From an optimization exercise on the open Yosys and OpenROAD flow, aimed at small area, a short achievable clock period and few clock cycles per item; shortcuts taken in it are not production practice.
Function was checked by simulation only, so behaviour that the tests miss may differ from the original.

## tundra
==> flow/design.v <==
module alu_logic (
input  [31:0] A,
input  [31:0] B,
input  [2:0]  S,
output [31:0] sum,
output [31:0] lres
);
  wire        sub = S[2] & ~S[0];
  wire [31:0] bx  = B ^ {32{sub}};
  wire [31:0] g0  = A & bx;
  wire [31:0] p0  = A ^ bx;
  reg  [31:0] G, P;
  integer l, i;
  always @* begin
    G = g0; P = p0;
    G[0] = g0[0] | (p0[0] & sub);
    for (l = 0; l < 5; l = l + 1)
      for (i = 0; i < 32; i = i + 1)
        if ((i >> l) & 1) begin
          G[i] = G[i] | (P[i] & G[((i >> l) << l) - 1]);
          P[i] = P[i] & P[((i >> l) << l) - 1];
        end
  end
  wire [31:0] c  = {G[30:0], sub};
  wire [31:0] s  = p0 ^ c;
  wire        slt = (S[1:0] == 2'b00);
  assign sum = slt ? {31'd0, s[31]} : s;
  wire [31:0] o = p0 | g0;
  assign lres = S[1] ? (S[0] ? ~o : p0) : (S[0] ? o : g0);
endmodule
module mod_msb (
input  [31:0] x,
output [4:0]  m
);
  wire [15:0] v1, p1;
  wire [7:0]  v2;
  wire [15:0] p2;
  wire [3:0]  v3;
  wire [11:0] p3;
  wire [1:0]  v4;
  wire [7:0]  p4;
  genvar i;
  generate
    for (i = 0; i < 16; i = i + 1) begin : l1
      assign v1[i] = x[2*i+1] | x[2*i];
      assign p1[i] = x[2*i+1];
    end
    for (i = 0; i < 8; i = i + 1) begin : l2
      assign v2[i] = v1[2*i+1] | v1[2*i];
      assign p2[2*i+1:2*i] = {v1[2*i+1], v1[2*i+1] ? p1[2*i+1] : p1[2*i]};
    end
    for (i = 0; i < 4; i = i + 1) begin : l3
      assign v3[i] = v2[2*i+1] | v2[2*i];
      assign p3[3*i+2:3*i] = {v2[2*i+1], v2[2*i+1] ? p2[4*i+3:4*i+2] : p2[4*i+1:4*i]};
    end
    for (i = 0; i < 2; i = i + 1) begin : l4
      assign v4[i] = v3[2*i+1] | v3[2*i];
      assign p4[4*i+3:4*i] = {v3[2*i+1], v3[2*i+1] ? p3[6*i+5:6*i+3] : p3[6*i+2:6*i]};
    end
  endgenerate
  assign m = {v4[1], v4[1] ? p4[7:4] : p4[3:0]};
endmodule
module mod_step (
input  [31:0] r,
input         a,
input  [31:0] b,
output [31:0] y
);
  wire [32:0] x = {r, a};
  wire [32:0] nb = {1'b1, ~b};
  wire [32:0] g0 = x & nb;
  wire [32:0] p0 = x ^ nb;
  reg  [32:0] G, P;
  integer l, i;
  always @* begin
    G = g0; P = p0;
    G[0] = g0[0] | p0[0];
    for (l = 0; l < 6; l = l + 1)
      for (i = 0; i < 33; i = i + 1)
        if ((i >> l) & 1) begin
          G[i] = G[i] | (P[i] & G[((i >> l) << l) - 1]);
          P[i] = P[i] & P[((i >> l) << l) - 1];
        end
  end
  wire [32:0] c = {G[31:0], 1'b1};
  wire nob = G[32];    
  wire [31:0] d = p0[31:0] ^ c[31:0];
  assign y = nob ? d : x[31:0];
endmodule
module alu32 #(
  parameter K = 2      
) (
input clk,
input reset,
input start,
input [31:0] A,
input [31:0] B,
input [2:0] S,
output done,
output [31:0] R
);
  localparam G  = (32 + K - 1) / K;   
  localparam GW = (G > 16) ? 5 : (G > 8) ? 4 : (G > 4) ? 3 : (G > 2) ? 2 : 1;
  wire [31:0] sum;
  wire [31:0] lres;
  alu_logic u_alu (.A(A), .B(B), .S(S), .sum(sum), .lres(lres));
  wire [4:0] la, lb;
  mod_msb ua (.x(A), .m(la));
  mod_msb ub (.x(B), .m(lb));
  wire [5:0] df = {1'b0, la} - {1'b0, lb};
  wire [4:0] gs = df[5] ? 5'd0 : ((df[4:0] + 5'd1) >> 1) | {df[4:0] == 5'd31, 4'd0};
  reg          busy;
  reg          done_r;
  reg [4:0]    g;
  reg [31:0]   rem;
  wire        first = ~busy & ~done_r;
  wire [4:0]  gc    = first ? gs : g;
  wire [65:0] a_sh  = {32'd0, A, 2'b00} >> {gc, 1'b0};
  reg  [1:0]  c_r;     
  wire [31:0] y1, y;
  mod_step u1 (.r(rem), .a(c_r[1]), .b(B), .y(y1));
  mod_step u2 (.r(first ? {1'b0, a_sh[33:3]} : y1), .a(first ? a_sh[2] : c_r[0]), .b(B), .y(y));
  always @(posedge clk or posedge reset) begin
    if (reset) begin
      busy <= 1'b0; done_r <= 1'b0; g <= 5'd0;
    end else if (!start) begin
      busy <= 1'b0; done_r <= 1'b0;
    end else if (!done_r) begin
      g <= gc - 5'd1;
      if (gc == 5'd0) begin busy <= 1'b0; done_r <= 1'b1; end
      else busy <= 1'b1;
    end
  end
  always @(posedge clk) begin
    if (start && !done_r) begin
      rem <= y;
      c_r <= a_sh[1:0];
    end
  end
  assign done = done_r;
  assign R = (S == 3'b111) ? rem : (S[2] ? sum : lres);
endmodule
Settings: LEC_CHECK=0, ABC_AREA=1, CAP_MARGIN=20, CORE_MARGIN=2, CORE_UTILIZATION=55, SLEW_MARGIN=20; clock period 24.0 ns.
standard.sh (not shown) runs the stock make flow with config.mk's settings and CLKGATE_MAP_FILE= SYNTH_SCRIPT=/design/flow/synth_recipe.tcl, a recipe that flattens the netlist after the stock synthesis.
==> flow/flow/run.sh <==
#!/bin/bash
# The standard layout, with plain buf_2 port buffers, and timing repair
# aiming past the period.
set -euo pipefail
export BUFFER_PORTS_ARGS="-buffer_cell sky130_fd_sc_hd__buf_2"
export SETUP_SLACK_MARGIN=11.5
bash standard.sh > standard_flow.log 2>&1
Testbench counts of tundra, summed over its fixed seeds: cycles 5,650, mods 1,200.
diff inputs: tundra => pepper
--- a/flow/design.v
+++ b/flow/design.v
@@ -12,16 +12,20 @@
   reg  [31:0] G, P;
   integer l, i;
   always @* begin
     G = g0; P = p0;
     G[0] = g0[0] | (p0[0] & sub);
-    for (l = 0; l < 5; l = l + 1)
-      for (i = 0; i < 32; i = i + 1)
-        if ((i >> l) & 1) begin
-          G[i] = G[i] | (P[i] & G[((i >> l) << l) - 1]);
-          P[i] = P[i] & P[((i >> l) << l) - 1];
-        end
+    for (l = 1; l < 32; l = l * 2)
+      for (i = 2*l - 1; i < 32; i = i + 2*l) begin
+        G[i] = G[i] | (P[i] & G[i-l]);
+        P[i] = P[i] & P[i-l];
+      end
+    for (l = 16; l >= 1; l = l / 2)
+      for (i = 3*l - 1; i < 32; i = i + 2*l) begin
+        G[i] = G[i] | (P[i] & G[i-l]);
+        P[i] = P[i] & P[i-l];
+      end
   end
   wire [31:0] c  = {G[30:0], sub};
   wire [31:0] s  = p0 ^ c;
   wire        slt = (S[1:0] == 2'b00);
   assign sum = slt ? {31'd0, s[31]} : s;
@@ -73,16 +77,20 @@
   reg  [32:0] G, P;
   integer l, i;
   always @* begin
     G = g0; P = p0;
     G[0] = g0[0] | p0[0];
-    for (l = 0; l < 6; l = l + 1)
-      for (i = 0; i < 33; i = i + 1)
-        if ((i >> l) & 1) begin
-          G[i] = G[i] | (P[i] & G[((i >> l) << l) - 1]);
-          P[i] = P[i] & P[((i >> l) << l) - 1];
-        end
+    for (l = 1; l < 33; l = l * 2)
+      for (i = 2*l - 1; i < 33; i = i + 2*l) begin
+        G[i] = G[i] | (P[i] & G[i-l]);
+        P[i] = P[i] & P[i-l];
+      end
+    for (l = 16; l >= 1; l = l / 2)
+      for (i = 3*l - 1; i < 33; i = i + 2*l) begin
+        G[i] = G[i] | (P[i] & G[i-l]);
+        P[i] = P[i] & P[i-l];
+      end
   end
   wire [32:0] c = {G[31:0], 1'b1};
   wire nob = G[32];    
   wire [31:0] d = p0[31:0] ^ c[31:0];
   assign y = nob ? d : x[31:0];
--- outcome ---
Going from tundra to pepper, ratio of final minimum period to clock period grows by 1.6 points. Diff tundra -> pepper: via count now sits lower, die width now sits lower, synthesized cell count now sits lower, total length of routed wires now sits lower. pepper: all stages complete, timing, DRC and antenna checks passed.
Testbench counts of pepper, summed over its fixed seeds: cycles 5,650, mods 1,200.

==> afterwards: timing with drivers on the ports <==
In the flow no input, the clock included, has a driving cell. The finished layouts below were timed again as built, in two steps.
Step 1 assumes that a clkbuf_16 drives the clock port and a buf_2 every other input.
Step 2 times the ports against the registers' clock, not the clock port: input delays grow and output delays shrink by t, the midpoint of the rising clock arrivals with the driver on.
a / b / c = ideal ports / drivers / drivers and shift; a / b = the first two.
run | shift t [ns] | setup WS [ns] | worst setup path at the end | latest minus earliest clock arrival (ns) | worst data-port slew with drivers (ns)
tundra | 0.335 | 11.587 / 11.554 / 11.554 | input to output | 0.013 / 0.013 | 0.06
pepper | 0.335 | 11.211 / 11.164 / 11.164 | input to output | 0.008 / 0.008 | 0.06
After both steps every run listed still meets setup and hold. For pepper, which loses most, drivers alone change the setup slack by -0.047 ns; drivers and shift together by -0.047 ns.
